This is an optimization exercise on Yosys and OpenROAD, whose aim is small area, a short achievable clock period and few clock cycles, not a production implementation. Function was checked by simulation only, so behaviour that the tests miss may differ from the original. Power is estimated from default activity; no workload was simulated.

// ARM
module ARM(
	input clk,
	input rst,
	output [31:0] imem_addr,
	input  [31:0] imem_rdata,
	output [31:0] dmem_addr,
	output [31:0] dmem_wdata,
	output dmem_we,
	output dmem_re,
	input  [63:0] dmem_rdata,
	input  dmem_ready,
	output reg wb_en,
	output reg [3:0] wb_dest,
	output reg [31:0] wb_value
);
	reg [31:0] pc;
	reg [31:0] ir;
	reg ir_v;
	reg [4:0] rot_n;
	reg sh_lsl, sh_lsr;
	wire stall;
	wire mispredict;
	wire [31:0] pc_inc = pc + 32'd4;
	wire pred_if = (imem_rdata[27:26] == 2'b10) & (imem_rdata[31:28] != 4'hF);
	wire [31:0] pred_target = pc_inc + {{6{imem_rdata[23]}}, imem_rdata[23:0], 2'b00};
	wire [31:0] recover = pc - {{6{ir[23]}}, ir[23:0], 2'b00};
	assign imem_addr = pc;
	wire [4:0] sh_n_if = imem_rdata[25] ? {imem_rdata[11:8], 1'b0} : imem_rdata[11:7];
	wire lsl_if = ~imem_rdata[25] & (imem_rdata[6:5] == 2'b00);
	wire lsr_if = ~imem_rdata[25] & (imem_rdata[6] ^ imem_rdata[5]);
	always @(posedge clk or posedge rst)
		if (rst) begin
			pc <= 32'd0;
			ir_v <= 1'b0;
		end else if (!stall) begin
			pc <= mispredict ? recover : (pred_if ? pred_target : pc_inc);
			ir_v <= ~mispredict;
		end
	always @(posedge clk)
		if (!stall) begin
			ir <= imem_rdata;
			rot_n <= lsl_if ? (5'd0 - sh_n_if) : sh_n_if;
			sh_lsl <= lsl_if;
			sh_lsr <= lsr_if;
		end
	wire [3:0] cond = ir[31:28];
	wire [1:0] mode = ir[27:26];
	wire       imm  = ir[25];
	wire [3:0] opc  = ir[24:21];
	wire       s    = ir[20];
	wire [3:0] rn   = ir[19:16];
	wire [3:0] rd   = ir[15:12];
	wire is_dp  = (mode == 2'b00);
	wire is_mem = (mode == 2'b01);
	wire is_br  = (mode == 2'b10);
	wire is_ldr = is_mem & s;
	wire is_str = is_mem & ~s;
	wire op_and = (opc == 4'b0000);
	wire op_eor = (opc == 4'b0001);
  ...
For scale: ~4500 cells after synthesis, ~860 flip-flops, ~230 I/O pins, about 50000 um^2 of cells after synthesis.
==> flow/config.mk <==
export PLATFORM = sky130hd
export DESIGN_NAME = ARM
export DESIGN_NICKNAME = ARM
export VERILOG_FILES = /design/flow/design.v
export SDC_FILE = /design/flow/constraint.sdc
export NUM_CORES = 4
export LEC_CHECK = 0
export CAP_MARGIN = 20
export CORE_MARGIN = 2
export CORE_UTILIZATION = 40
export SETUP_SLACK_MARGIN = 0.5
export SLEW_MARGIN = 20
==> flow/constraint.sdc <==
create_clock -name core_clock -period 18.0 [get_ports {clk}]
set_input_delay 3.6000 -clock core_clock [delete_from_list [all_inputs] [get_ports {clk}]]
set_output_delay 3.6000 -clock core_clock [all_outputs]
set_load 0.01 [all_outputs]
standard.sh (not shown) runs the stock make flow with config.mk's settings and CLKGATE_MAP_FILE= SYNTH_SCRIPT=/design/flow/synth_recipe.tcl, a recipe that flattens the netlist after the stock synthesis.
==> flow/flow/run.sh <==
#!/bin/bash
set -euo pipefail
bash standard.sh finish SETUP_SLACK_MARGIN=12 CORE_UTILIZATION=65 PLACE_DENSITY=0.78 \
  "BUFFER_PORTS_ARGS=-buffer_cell sky130_fd_sc_hd__buf_1" \
  > standard_flow.log 2>&1
The first run completed with no timing, DRC or antenna violations.
Testbench counts at the start, summed over its fixed seeds: cycles 112,813.
Rerun with:
==> flow/flow/run.sh (replaced) <==
#!/bin/bash
set -euo pipefail
bash standard.sh finish SETUP_SLACK_MARGIN=12 CORE_UTILIZATION=55 PLACE_DENSITY=0.7 > standard_flow.log 2>&1
After rerunning: Area after synthesis is unchanged; final area grows by 3.7%; routed wire length grows by 4.3%.
Rerun with:
==> flow/flow/run.sh (replaced) <==
#!/bin/bash
set -euo pipefail
bash standard.sh finish SETUP_SLACK_MARGIN=12 CORE_UTILIZATION=70 PLACE_DENSITY=0.82 \
  "BUFFER_PORTS_ARGS=-buffer_cell sky130_fd_sc_hd__buf_1" \
  > standard_flow.log 2>&1
What happened:
- synthesized cell count is unchanged
- final cell count goes down by about 4.5%
- final area shrinks by 3.9%
- worst setup slack got worse by 0.30 ns
- wire length goes down by about 1.8%
- maximum frequency drops by 4.8%
- sequential share of layout area rose by 1.7 points
- sequential cell count does not change
- global-route usage went up by 9.6 points
- total power decreases by 3.2%
- clock skew stays flat
Rerun with:
==> flow/flow/run.sh (replaced) <==
#!/bin/bash
set -euo pipefail
bash standard.sh finish SETUP_SLACK_MARGIN=12 CORE_UTILIZATION=55 PLACE_DENSITY=0.7 \
  "BUFFER_PORTS_ARGS=-buffer_cell sky130_fd_sc_hd__buf_1" SLEW_MARGIN=10 CAP_MARGIN=10 \
  > standard_flow.log 2>&1
After rerunning: Synthesized area stays the same. Global-route usage decreases by 10 points. Combinational power barely changes. Utilization falls by 17 points. Die area increases by 27%.

---

## v29
ARM again, from the RTL that the note above started with.
Settings: LEC_CHECK=0, CAP_MARGIN=20, CORE_MARGIN=2, CORE_UTILIZATION=40, SETUP_SLACK_MARGIN=0.5, SLEW_MARGIN=20; clock period 18.0 ns.
==> flow/flow/run.sh <==
#!/bin/bash
set -euo pipefail
bash standard.sh finish SETUP_SLACK_MARGIN=12 CORE_UTILIZATION=55 PLACE_DENSITY=0.7 \
  "BUFFER_PORTS_ARGS=-buffer_cell sky130_fd_sc_hd__buf_1" CTS_CLUSTER_SIZE=30 \
  > standard_flow.log 2>&1
v29 did not stop at any stage, and its layout met the timing, design-rule and antenna checks.
Testbench counts of v29, summed over its fixed seeds: cycles 112,813.
Input-level comparison between v7 and v29:
==> flow/flow/run.sh <==
#!/bin/bash
set -euo pipefail
bash standard.sh finish SETUP_SLACK_MARGIN=11.75 CORE_UTILIZATION=65 PLACE_DENSITY=0.78 \
  "BUFFER_PORTS_ARGS=-buffer_cell sky130_fd_sc_hd__buf_1" \
  > standard_flow.log 2>&1
### Flow results
Fill cell total of the finished layout: v7 lower than v29
v7 ends up with lower area occupied by multi-input gates than v29 does.
Max final wirelength across v7 and v29: v29
What v58 does differently from v7 at the input level:
==> flow/flow/run.sh <==
#!/bin/bash
set -euo pipefail
bash standard.sh finish SETUP_SLACK_MARGIN=12 CORE_UTILIZATION=60 PLACE_DENSITY=0.74 \
  "BUFFER_PORTS_ARGS=-buffer_cell sky130_fd_sc_hd__buf_1" \
  > standard_flow.log 2>&1
[summary]
Across v7 and v58, the outcome is the same: a clean finish for every run.
Side by side, synthesis-to-finish area growth turned out higher in v58 than in v7.
Comparing setup fix buffers added after clock tree synthesis for v7 and v58, the smaller number came from v7.
met3 demand-to-capacity share in global routing for v58 is lower than for v7.
Status: number of synthesized flops with an enable pin parity (v7, v58)
The total number of placement rows in v58 was higher than what v7 gave.
Peak clock frequency supported by timing (v58 over v7): increase, 4.2 MHz
Summary of v58 over v7: total routed wirelength shows an increase of about 5%, met2 usage went down.
diff inputs: v58 => v55
==> flow/flow/run.sh <==
#!/bin/bash
set -euo pipefail
bash standard.sh finish SETUP_SLACK_MARGIN=12 > standard_flow.log 2>&1
[summary]
- [v55] combinational share of power rose 2.1 points relative to v58
- On x dimension of the die: v55 sits above v58.
- Register-to-register path setup slack came out higher on v55 than on v58.
- Relative to v58, the global-route total usage across every layer of v55 is lower by 12 points.
- Of v58 and v55, the run reporting the lower share of the core filled with cells in the final layout was v55.
- The overall power number comes out lower for v58 vs v55.
- Looking at effective utilization at floorplan, v55 sits 20 points lower than v58 does.
- Share of the synthesized netlist area taken by xor and xnor gates came out exactly the same in v58 and v55.
- Between v58 and v55, count of plain and timing-repair buffers is higher for v55, v58 comes in under that.
- Looking at sequential portion of the cell area, v55 sits 2.6 points lower than v58 does.
- Tapcell count: v55 vs v58 up 567
Relative to v55, the following input files were edited for v5:
==> flow/flow/run.sh <==
#!/bin/bash
set -euo pipefail
bash standard.sh finish SETUP_SLACK_MARGIN=12.25 CORE_UTILIZATION=65 PLACE_DENSITY=0.78 \
  "BUFFER_PORTS_ARGS=-buffer_cell sky130_fd_sc_hd__buf_1" \
  > standard_flow.log 2>&1
==> comparison <==
Compared v5 vs v55, and number of gates given a new drive strength after cts is down in v5.
Min met3 track demand over resource in global routing across v55 and v5: v55
Delta (v5 minus v55): arrival time reported for the critical path endpoint -0.10 ns; worst setup slack -0.0053 ns.
[v5 vs v55] via count of the first global-routing pass: higher in v5
Of v55 and v5, the run reporting the higher final cell count without fillers was v55.
~same post-route fraction of the period consumed by the critical path in v55 and v5
Summary of the comparison: sequential share of cell area is higher in v5, relative to v55.

==> port drivers added, routing unchanged <==
How much do the figures lean on ideal ports? The routed layouts below were timed once more, with nothing changed but the port constraints. Step 1 (the two cells are an assumption about what drives the block):
set clk [get_ports {clk}]
set_driving_cell -lib_cell sky130_fd_sc_hd__clkbuf_16 $clk
set_driving_cell -lib_cell sky130_fd_sc_hd__buf_2 [delete_from_list [all_inputs] $clk]
Step 2 moves the port delays by t, midway between the first and last clock arrival at a register: inputs arrive t later, outputs are due t later. That takes back most of the time a late clock gives input paths. Three values: ideal, step 1, step 2; two values: the first two.
| run | shift t [ns] | setup WS [ns] | hold slack, ns | worst register clock-pin slew, ns | pins driven straight from the clock port |
|---|---|---|---|---|---|
| the first run of note 1 | 0.744 | 11.904 / 11.951 / 11.207 | 0.468 / 0.468 / 0.468 | 0.09 / 0.09 | 1 |
| the second run of note 1 | 0.769 | 12.013 / 12.013 / 11.301 | 0.478 / 0.478 / 0.478 | 0.08 / 0.08 | 1 |
| the third run of note 1 | 0.732 | 11.711 / 11.711 / 11.014 | 0.493 / 0.493 / 0.493 | 0.07 / 0.07 | 1 |
| the fourth run of note 1 | 0.758 | 11.878 / 11.920 / 11.161 | 0.481 / 0.481 / 0.481 | 0.07 / 0.07 | 1 |
| v29 | 0.758 | 11.878 / 11.920 / 11.161 | 0.481 / 0.481 / 0.481 | 0.07 / 0.07 | 1 |
| v7 | 0.749 | 11.777 / 11.785 / 11.076 | 0.481 / 0.481 / 0.481 | 0.07 / 0.07 | 1 |
| v58 | 0.756 | 11.935 / 11.966 / 11.223 | 0.476 / 0.476 / 0.476 | 0.07 / 0.07 | 1 |
| v55 | 0.795 | 11.996 / 12.033 / 11.247 | 0.470 / 0.470 / 0.470 | 0.07 / 0.07 | 1 |
| v5 | 0.758 | 11.991 / 12.020 / 11.261 | 0.484 / 0.484 / 0.484 | 0.07 / 0.07 | 1 |
After both steps setup and hold are still met in every run listed. The setup slack of v55, which loses most, moves by +0.037 ns with the drivers and by -0.749 ns with both steps.
